Context: an optimization exercise on an open-source flow, tuned for small area. The choices shown serve that exercise and are no tape-out recipe.
Only simulation tests tie the RTL to the original design; equivalence was not proved.
No activity file was given, so power comes from the tool's default toggle rates.

==> flow/design.v <==
module cntwithen #(
    parameter BITWIDTH = 4  
) (
    input wire iClk,  
    input wire iRstN,  
    input wire iEn, 
    input wire iClr, 
    output reg [BITWIDTH - 1:0] oCnt
);
    always@(posedge iClk or negedge iRstN) begin
        if(~iRstN) begin
            oCnt <= 0;
        end else begin
            if(iClr) begin
                oCnt <= 0;
            end else begin
                oCnt <= oCnt + iEn;
            end
        end
    end
endmodule
module lsz # (
    parameter BITWIDTH = 4,
    parameter LOGBITWIDTH = $clog2(BITWIDTH)  
) (
    input wire [BITWIDTH - 1: 0] iGrey,  
    output wire [BITWIDTH - 1: 0] oOneHot,  
    output reg [LOGBITWIDTH - 1: 0] lszIdx  
);
    wire [BITWIDTH - 1: 0] tc;  
    genvar i;
    assign tc[0] = ~iGrey[0]; 
    generate 
        for (i = 1; i < BITWIDTH; i = i + 1) begin
            assign tc[i] = tc[i - 1] | ~iGrey[i];
        end
    endgenerate
    genvar j;
    assign oOneHot[0] = tc[0];
    generate 
        for(j = 1; j < BITWIDTH; j = j + 1) begin
            assign oOneHot[j] = tc[j - 1] ^ tc[j];
        end
    endgenerate
    always@(*) begin
        case(oOneHot)
            'd1 : lszIdx = 'd0;
            'd2 : lszIdx = 'd1;
            'd4 : lszIdx = 'd2;
            'd8 : lszIdx = 'd3;
            'd16 : lszIdx = 'd4;
            'd32 : lszIdx = 'd5;
            'd64 : lszIdx = 'd6;
            'd128 : lszIdx = 'd7;
            'd256 : lszIdx = 'd8;
            'd512 : lszIdx = 'd9;
            default : lszIdx = 'd0;
        endcase
    end
endmodule
module sobolrng_core #(
    parameter BITWIDTH = 8
) (
    input wire iClk,  
    input wire iRstN,  
    input wire iEn,
    input wire iClr,
    input wire [BITWIDTH - 1: 0] iOneHot,  
    input wire [BITWIDTH*BITWIDTH - 1: 0] dirVec,
    output reg [BITWIDTH - 1: 0] oRand  
);
    wire [BITWIDTH * BITWIDTH - 1: 0] orVec;
    wire [BITWIDTH - 1: 0] vec;
    assign orVec[BITWIDTH - 1: 0] = iOneHot[0] ? dirVec[BITWIDTH - 1: 0] : 0;
    genvar i;
    generate 
        for(i = 1; i < BITWIDTH; i = i + 1) begin
            assign orVec[(i+1)*BITWIDTH-1:i*BITWIDTH] = orVec[i*BITWIDTH-1:(i-1)*BITWIDTH] | (iOneHot[i] ? dirVec[(i+1)*BITWIDTH-1 : i*BITWIDTH] : 0);
        end
    endgenerate
    assign vec = orVec[BITWIDTH*BITWIDTH - 1: (BITWIDTH-1)*BITWIDTH];
    always@(posedge iClk or negedge iRstN) begin
        if(~iRstN) begin
            oRand <= 0;
        end else begin
            if(iClr) begin
                oRand <= 0;
            end else begin
                if(iEn) begin
                    oRand <= oRand ^ vec;
                end else begin 
                    oRand <= oRand;
                end 
            end 
        end
    end
endmodule
module sobolrng #(
    parameter BITWIDTH = 8
) (
    input wire iClk,  
    input wire iRstN,  
    input wire iEn, 
    input wire iClr, 
    output wire [BITWIDTH - 1: 0] sobolseq
);
    wire [BITWIDTH - 1: 0] cntNum;
    wire [BITWIDTH - 1: 0] oneHot;
    wire [BITWIDTH*BITWIDTH - 1: 0] dirVec;
    cntwithen #(
        .BITWIDTH(BITWIDTH)
    ) u_cntwithen (
        .iClk(iClk),
        .iRstN(iRstN),
        .iEn(iEn),
        .iClr(iClr),
        .oCnt(cntNum)
    );
    lsz #(
        .BITWIDTH(BITWIDTH)
    ) u_lsz (
        .iGrey(cntNum),
        .oOneHot(oneHot),
        .lszIdx()
    );
        assign dirVec[1*BITWIDTH-1 : 0*BITWIDTH] = 'd128;
        assign dirVec[2*BITWIDTH-1 : 1*BITWIDTH] = 'd64;
        assign dirVec[3*BITWIDTH-1 : 2*BITWIDTH] = 'd32;
        assign dirVec[4*BITWIDTH-1 : 3*BITWIDTH] = 'd16;
        assign dirVec[5*BITWIDTH-1 : 4*BITWIDTH] = 'd8;
        assign dirVec[6*BITWIDTH-1 : 5*BITWIDTH] = 'd4;
        assign dirVec[7*BITWIDTH-1 : 6*BITWIDTH] = 'd2;
        assign dirVec[8*BITWIDTH-1 : 7*BITWIDTH] = 'd1;
    sobolrng_core #(
        .BITWIDTH(BITWIDTH)
    ) u_sobolrng_core (
        .iClk(iClk),
        .iRstN(iRstN),
        .iEn(iEn),
        .iClr(iClr),
        .iOneHot(oneHot),
        .dirVec(dirVec),
        .oRand(sobolseq)
    );
endmodule
module parallelcnt (
    input wire iClk,
    input wire iRstN,
    input wire iA,
    input wire iB,
    output wire [1:0] oC
);
    assign oC = iA + iB;
endmodule
module uSADD #(
    parameter BINPUT = 2
) (
    input wire iClk,
    input wire iRstN, 
    input wire iA,
    input wire iB,
    output wire oC
);
    wire [BINPUT-1:0] PCout;
    reg [1:0] acc;
    parallelcnt u_parallelcnt (
        .iClk(iClk),
        .iRstN(iRstN),
        .iA(iA),
        .iB(iB),
        .oC(PCout)
    );
    always@(posedge iClk or negedge iRstN) begin
        if(~iRstN) begin
            acc <= 0;
        end else begin
            acc <= acc[0] + PCout;
        end
    end
    assign oC = acc[1];
endmodule
module uSSUB #(
    parameter BINPUT = 2
) (
    input wire iClk,
    input wire iRstN, 
    input wire iA,
    input wire iB,
    output wire oC
);
    wire [BINPUT-1:0] PCout;
    reg [1:0] acc;
    parallelcnt u_parallelcnt (
        .iClk(iClk),
        .iRstN(iRstN),
        .iA(iA),
        .iB(~iB),
        .oC(PCout)
    );
    always@(posedge iClk or negedge iRstN) begin
        if(~iRstN) begin
            acc <= 0;
        end else begin
            acc <= acc[0] + PCout;
        end
    end
    assign oC = acc[1];
endmodule
module uMUL_bi #(
    parameter BITWIDTH = 8
) (
    input wire iClk,
    input wire iRstN,
    input wire iA,
    input wire [BITWIDTH - 1: 0] iB,
    input wire loadB,
    input wire iClr,
    output reg oMult
);
    reg [BITWIDTH-1:0] iB_buff;  
    wire [BITWIDTH-1:0] sobolseqIn;
    wire [BITWIDTH-1:0] sobolseq;
    wire andTop;
    wire andBot;
    wire iA_inv = ~iA;
    always@(posedge iClk or negedge iRstN) begin
        if(~iRstN) begin
            iB_buff <= 0;
        end else begin
            if(loadB) begin
                iB_buff <= iB;
            end else begin
                iB_buff <= iB_buff;
            end
        end
    end
    sobolrng #(
        .BITWIDTH(BITWIDTH)
    ) u_sobolrngTop (
        .iClk(iClk),
        .iRstN(iRstN),
        .iEn(iA_inv), 
        .iClr(iClr),
        .sobolseq(sobolseqIn)
    );
    sobolrng #(
        .BITWIDTH(BITWIDTH)
    ) u_sobolrngBot (
        .iClk(iClk),
        .iRstN(iRstN),
        .iEn(iA), 
        .iClr(iClr),
        .sobolseq(sobolseq)
    );
    assign andTop = iA_inv & ~(iB_buff > sobolseqIn);
    assign andBot = iA & (iB_buff > sobolseq);
    always@(*) begin
        oMult <= andTop | andBot;
    end
endmodule
module uButterfly #(
    parameter BITWIDTH = 8,
              BINPUT = 2
) (
    input wire iClk,
    input wire iRstN,
    input wire loadW,
    input wire iClr,
    input wire iReal0,
    input wire iImg0,
    input wire iReal1,
    input wire iImg1,
    input wire [BITWIDTH-1:0] iwReal,
    input wire [BITWIDTH-1:0] iwImg,
    output wire oReal0,
    output wire oImg0,
    output wire oReal1,
    output wire oImg1
);
    wire eq_Real1_x_wReal;
    wire eq_Real1_x_wImg;
    wire eq_Img1_x_wReal;
    wire eq_Img1_x_wImg;
    wire scalerReal0;
    wire scalerImg0;
    wire real_eq;
    wire img_eq;
    reg biZero;
    always@(posedge iClk or negedge iRstN) begin
        if(~iRstN) begin 
            biZero <= 0;
        end else begin
            biZero <= ~biZero;
        end
    end
    uMUL_bi #(
        .BITWIDTH(BITWIDTH)
    )u_uMUL_bi_Real1_x_wReal (
        .iClk(iClk),
        .iRstN(iRstN),
        .iA(iReal1),
        .iB(iwReal),
        .loadB(loadW),
        .iClr(iClr),
        .oMult(eq_Real1_x_wReal)
    );
    uMUL_bi #(
        .BITWIDTH(BITWIDTH)
    ) u_uMUL_bi_Real1_x_wImg (
        .iClk(iClk),
        .iRstN(iRstN),
        .iA(iReal1),
        .iB(iwImg),
        .loadB(loadW),
        .iClr(iClr),
        .oMult(eq_Real1_x_wImg)
    );
    uMUL_bi #(
        .BITWIDTH(BITWIDTH)
    ) u_uMUL_bi_Img1_x_wReal (
        .iClk(iClk),
        .iRstN(iRstN),
        .iA(iImg1),
        .iB(iwReal),
        .loadB(loadW),
        .iClr(iClr),
        .oMult(eq_Img1_x_wReal)
    );
    uMUL_bi #(
        .BITWIDTH(BITWIDTH)
    ) u_uMUL_bi_Img1_x_wImg (
        .iClk(iClk),
        .iRstN(iRstN),
        .iA(iImg1),
        .iB(iwImg),
        .loadB(loadW),
        .iClr(iClr),
        .oMult(eq_Img1_x_wImg)
    );
    uSSUB #(
        .BINPUT(BINPUT)
    ) u_uSSUB_realeq (
        .iClk(iClk),
        .iRstN(iRstN),
        .iA(eq_Real1_x_wReal),
        .iB(eq_Img1_x_wImg),
        .oC(real_eq)
    );
    uSADD #(
        .BINPUT(BINPUT)
    ) u_uSADD_imgeq (
        .iClk(iClk),
        .iRstN(iRstN),
        .iA(eq_Real1_x_wImg),
        .iB(eq_Img1_x_wReal),
        .oC(img_eq) 
    );
    uSADD #(
        .BINPUT(BINPUT)
    ) u_uSADD_scalerReal (
        .iClk(iClk),
        .iRstN(iRstN),
        .iA(iReal0),
        .iB(biZero),
        .oC(scalerReal0)
    );
    uSADD #(
        .BINPUT(BINPUT)
    ) uSADD_scalerImg (
        .iClk(iClk),
        .iRstN(iRstN),
        .iA(iImg0),
        .iB(biZero),
        .oC(scalerImg0)
    );
    uSADD #(
        .BINPUT(BINPUT)
    ) u_uSADD_oReal0 (
        .iClk(iClk),
        .iRstN(iRstN),
        .iA(scalerReal0),
        .iB(real_eq),
        .oC(oReal0) 
    );
    uSADD #(
        .BINPUT(BINPUT)
    ) u_uSADD_oImg0 (
        .iClk(iClk),
        .iRstN(iRstN),
        .iA(scalerImg0),
        .iB(img_eq),
        .oC(oImg0) 
    );
    uSSUB #(
        .BINPUT(BINPUT)
    ) u_uSSUB_oReal1 (
        .iClk(iClk),
        .iRstN(iRstN),
        .iA(scalerReal0),
        .iB(real_eq),
        .oC(oReal1) 
    );
    uSSUB #(
        .BINPUT(BINPUT)
    ) u_uSSUB_oImg1 (
        .iClk(iClk),
        .iRstN(iRstN),
        .iA(scalerImg0),
        .iB(img_eq),
        .oC(oImg1) 
    );
endmodule
module uSFFT #(
    parameter BITWIDTH = 8,
    parameter BINPUT = 2
) (
    input wire iClk,
    input wire iRstN,
    input wire loadW,
    input wire iClr,
    input wire iAReal0,
    input wire iAImg0,
    input wire iAReal1,
    input wire iAImg1,
    input wire iBReal0,
    input wire iBImg0,
    input wire iBReal1,
    input wire iBImg1,
    input wire [BITWIDTH-1:0] iwReal,
    input wire [BITWIDTH-1:0] iwImg,
    output wire oCReal0,
    output wire oCImg0,
    output wire oCReal1,
    output wire oCImg1,
    output wire oDReal0,
    output wire oDImg0,
    output wire oDReal1,
    output wire oDImg1
);
    wire mid1_Real0;
    wire mid1_Img0;
    wire mid1_Real1;
    wire mid1_Img1;
    wire mid2_Real0;
    wire mid2_Img0;
    wire mid2_Real1;
    wire mid2_Img1;
    uButterfly #(
        .BITWIDTH(BITWIDTH),
        .BINPUT(BINPUT)
    ) u_uButterfly_in1 (
        .iClk(iClk),
        .iRstN(iRstN),
        .loadW(loadW),
        .iClr(iClr),
        .iReal0(iAReal0),
        .iImg0(iAImg0),
        .iReal1(iAReal1),
        .iImg1(iAImg1),
        .iwReal(iwReal),
        .iwImg(iwImg),
        .oReal0(mid1_Real0),
        .oImg0(mid1_Img0),
        .oReal1(mid1_Real1),
        .oImg1(mid1_Img1)
    );
    uButterfly #(
        .BITWIDTH(BITWIDTH),
        .BINPUT(BINPUT)
    ) u_uButterfly_in2 (
        .iClk(iClk),
        .iRstN(iRstN),
        .loadW(loadW),
        .iClr(iClr),
        .iReal0(iBReal0),
        .iImg0(iBImg0),
        .iReal1(iBReal1),
        .iImg1(iBImg1),
        .iwReal(iwReal),
        .iwImg(iwImg),
        .oReal0(mid2_Real0),
        .oImg0(mid2_Img0),
        .oReal1(mid2_Real1),
        .oImg1(mid2_Img1)
    );
    uButterfly #(
        .BITWIDTH(BITWIDTH),
        .BINPUT(BINPUT)
    ) u_uButterfly_out13 (
        .iClk(iClk),
        .iRstN(iRstN),
        .loadW(loadW),
        .iClr(iClr),
        .iReal0(mid1_Real0),
        .iImg0(mid1_Img0),
        .iReal1(mid2_Real0),
        .iImg1(mid2_Img0),
        .iwReal(iwReal),
        .iwImg(iwImg),
        .oReal0(oCReal0),
        .oImg0(oCImg0),
        .oReal1(oCReal1),
        .oImg1(oCImg1)
    );
    uButterfly #(
        .BITWIDTH(BITWIDTH),
        .BINPUT(BINPUT)
    ) u_uButterfly_out24 (
        .iClk(iClk),
        .iRstN(iRstN),
        .loadW(loadW),
        .iClr(iClr),
        .iReal0(mid1_Real1),
        .iImg0(mid1_Img1),
        .iReal1(mid2_Real1),
        .iImg1(mid2_Img1),
        .iwReal(iwReal),
        .iwImg(iwImg),
        .oReal0(oDReal0),
        .oImg0(oDImg0),
        .oReal1(oDReal1),
        .oImg1(oDImg1)
    );
endmodule
==> flow/run.sh <==
#!/bin/bash
# synth_recipe.tcl (not shown) runs the flow's synth.tcl, then flattens the netlist and writes it again
# the make line also repeats each setting of config.mk as NAME=value (left out here)
make -C /OpenROAD-flow-scripts/flow DESIGN_CONFIG=/design/flow/config.mk WORK_HOME=/design/flow/orfs CLKGATE_MAP_FILE= SYNTH_SCRIPT=/design/flow/synth_recipe.tcl finish
==> flow/config.mk <==
export PLATFORM = sky130hd
export DESIGN_NAME = uSFFT
export DESIGN_NICKNAME = uSFFT
export VERILOG_FILES = /design/flow/design.v
export SDC_FILE = /design/flow/constraint.sdc
export NUM_CORES = 4
export LEC_CHECK = 0
export CAP_MARGIN = 20
export CORE_MARGIN = 2
export CORE_UTILIZATION = 40
export SLEW_MARGIN = 20
==> flow/constraint.sdc <==
create_clock -name core_clock -period 4.0 [get_ports {iClk}]
set_input_delay 0.8000 -clock core_clock [delete_from_list [all_inputs] [get_ports {iClk}]]
set_output_delay 0.8000 -clock core_clock [all_outputs]
set_load 0.01 [all_outputs]
==> impl_results.md <==
* Reg clk slew, reported paths at 0.06 ns
* Synth async-reset ratio at 100%
* Pin count of the biggest net entering global routing at 114
* Syn Nets at 3599
* First-pass GRT wire length at 116 mm
* Overflow after GRT at 0
* Tightest Pin Transition at 1.00 ns
* Endpoint class of the critical path: register
* FF-to-FF setup slack at 1.02 ns
* Synth Register Bits at 596
* Core Region at 80400 um^2
* CTS tree: done
* Vias in the first global route at 22500
* CTS buffer count at 68
* Initial drt markers at 1104
* YS warnings at 7
* Via count at 22600
* Endpoints failing setup at 0
* Vias per inst at 5.13
* Post-cts sizing count at 0
* Crit start category: register
* Number of I/O port buffers at 35
* Hold Path Class: in -> async
* Root Driver: clkbuf_16
* WP data required at 4.48 ns
* GRT Resource Usage Total at 17.0%
* Area of the multi-input gates at 16200 um^2
* DP Wirelength at 45.5 mm
* Fmax at 336 MHz
* RSZ-0062 raised after global routing: false
* Top FF cell, synth: dfrtp_1
* Fin nets at 3674
* Final core utilization at 45.6%
* Mapped Area at 32500 um^2
* CTS Buffer Depth at 3
* Cell taking the most area after synthesis: dfrtp_1
* Largest fanout on the critical path at 12
* Period minus WS final at 2.98 ns
* Synthesized area per cell at 10.1 um^2
* Routed WL at 67.8 mm
* Area contributors post-synth: dfrtp_1, ha_1, xnor2_1
* Commonest non-fill, non-tap cell in the layout: dfrtp_1
* Wire per inst at 15.4 um
* Top-area cell type share of the netlist area at 45.9%
* Reg area at 14900 um^2
* Slowest stage delay, CP at 0.90 ns
* Max rail drop VDD at 0.325 mV
* Row count at 104
* Clock skew at 0.0149 ns
* Setup Crit Path Kind: reg -> reg
* Sequence of cells on the critical path: ha_1 -> o21ai_0 -> nor2_1 -> o221a_2 -> or4_1 -> fa_1 -> inv_1
* Total negative slack at 0 ns
* Die Y at 289 um
* Drt drc at 0
* GP Congestion at 0.777
* Cells after synthesis at 3219
* Max_cap viols at 0
* Seq/Total Area, Yosys at 45.9%
* Number of flops mapped to enable cells by yosys at 0
* Slew Viols, Final at 0
* Dpl cells at 4284
* Clock sink count at 596
* Status: finished clean
* Initial Utilization at 40.4%
* Commonest cells after routing, fill and taps aside: dfrtp_1, nor2_1, ha_1
* Setup Buffers After CTS at 0
* DIE AREA at 83500 um^2
* Slowest CP cell: dfrtp_1
* Final period util at 74.4%
* Final Instance Area at 36700 um^2
* Die Wd at 289 um
* H-tree levels at 3
* Final Hold Violating Endpoints at 0
* Pleak at 15.6 nW
* Slew headroom at 32.9%
* Worst-Skew Late Latency at 0.60 ns
* DP Area at 34400 um^2
* Pwr dens at 465 nW/um^2
* Initial antenna violation count at 0
* CTS Hold Bufs at 0
* Layout cells sized above 1 at 5.92%
* Layout Cells excl Fill at 4405
* Drt pass-1 iters at 5
* Unique masters post-synth at 49
* Crit path arrival time at 3.46 ns
* Layout Area Growth over Synthesis at 12.9%
* I/O pin count at 36
* Antenna viol nets, final at 0
* Fillers at 7623
[cell type report]
cell class,instances,share of cell area (%)
Clock buffer,98,5.62
Antenna cell,1,0.00682
Inverter,288,2.95
Tap cell,1060,3.62
Clock inverter,22,0.648
Timing Repair Buffer,81,2.37
Multi-Input combinational cell,2259,44.1
Sequential cell,596,40.7
[path summary, 6_finish.rpt]
| path | from | cells past startpoint | endpoint |
|---|---|---|---|
| min in group core_clock | u_uButterfly_out13.biZero$_DFF_PN0_ | 1 | u_uButterfly_out13.biZero$_DFF_PN0_ |
| worst min-delay path | iRstN | 1 | async pin |
| worst min register to register | u_uButterfly_out13.biZero$_DFF_PN0_ | 1 | u_uButterfly_out13.biZero$_DFF_PN0_ |
| worst max register to register | register | 7 | u_uButterfly_out13.u_uSSUB_realeq.acc[0]$_DFF_PN0_ |
| worst max-delay path | register | 7 | u_uButterfly_out13.u_uSSUB_realeq.acc[0]$_DFF_PN0_ |
| max in group asynchronous | iRstN | 2 | u_uButterfly_in1.u_uSSUB_oImg1.acc[1]$_DFF_PN0_ |
[power by group]
| part | total (W) | internal (W) | switching [W] |
|---|---|---|---|
| Combinational | 0.00312 | 0.00147 | 0.00165 |
| Clock | 0.00642 | 0.00389 | 0.00253 |
| Sequential | 0.00752 | 0.00674 | 0.000784 |
[layer usage]
| metal | vias to the layer above | share of wire (%) | global-route usage, % |
|---|---|---|---|
| li1 | 11300 | - | - |
| met1 | 11000 | 50 | 24.1 |
| met2 | 229 | 45 | 27.3 |
| met3 | 98 | 2.8 | 2.54 |
| met4 | 0 | 2.2 | 4.28 |
| met5 | - | 0 | 0 |
[metrics by stage]
step	total power, W	hold slack [ns]	setup WS [ns]
2_1_floorplan	0.00956	0.453	1.41
3_3_place_gp	0.0107	0.468	0.964
3_5_place_dp	0.0108	0.474	0.895
4_1_cts	0.0174	0.197	0.988
5_1_grt	0.0182	0.211	0.896
6_report	0.0171	0.188	1.02
[worst max-delay path: cells and delay by family (launching register included)]
family,cells,cell delay [ns]
flops,1,0.90
buf+inv,1,0.04
simple gates,2,0.61
compound gates,2,0.43
fa+ha+maj,2,0.87
[cells by family after synthesis]
logic type / count (synthesis) / synth area share (%)
flip-flops: 596 / 45.9
AO/OA/AOI/OAI: 485 / 8.56
multiplexers: 14 / 0.486
XOR/XNOR: 307 / 8.28
adder cells (fa/ha/maj): 352 / 14.3
AND/OR/NAND/NOR: 1101 / 18.2
buffers and inverters: 364 / 4.25
[Yosys cell counts, types with 87 or more instances]
cell type / count
o21ai_0: 169
a21oi_1: 197
nand3_1: 102
nand4_1: 87
nor2b_1: 102
xor2_1: 95
xnor2_1: 212
nor2_1: 336
or3_1: 142
inv_1: 287
nand2_1: 101
dfrtp_1: 596
ha_1: 320

[re-timing with driven ports]
The flow's constraints put no driver on any port. The routed layout listed below was extracted and timed again, unchanged, in two steps.
Step 1 sets driving cells, clkbuf_16 on the clock port and buf_2 on the other inputs (assumed; they add their load-dependent delay and slew).
Step 2, shift: input delay + t, output delay - t, t = (earliest + latest rising clock arrival at the registers) / 2. This alone moves slack from input paths to output paths.
Three values: no drivers, after step 1, after step 2; two values: the first two.
t, ns: 0.652
setup WS [ns]: 1.025 / 1.025 / 0.888
hold slack, ns: 0.188 / 0.182 / 0.475
worst setup path at the end: input to register
pins driven straight from the clock port: 1
After both steps this run still meets setup and hold. For this run, drivers alone change the setup slack by 0.000 ns; drivers and shift together by -0.137 ns.
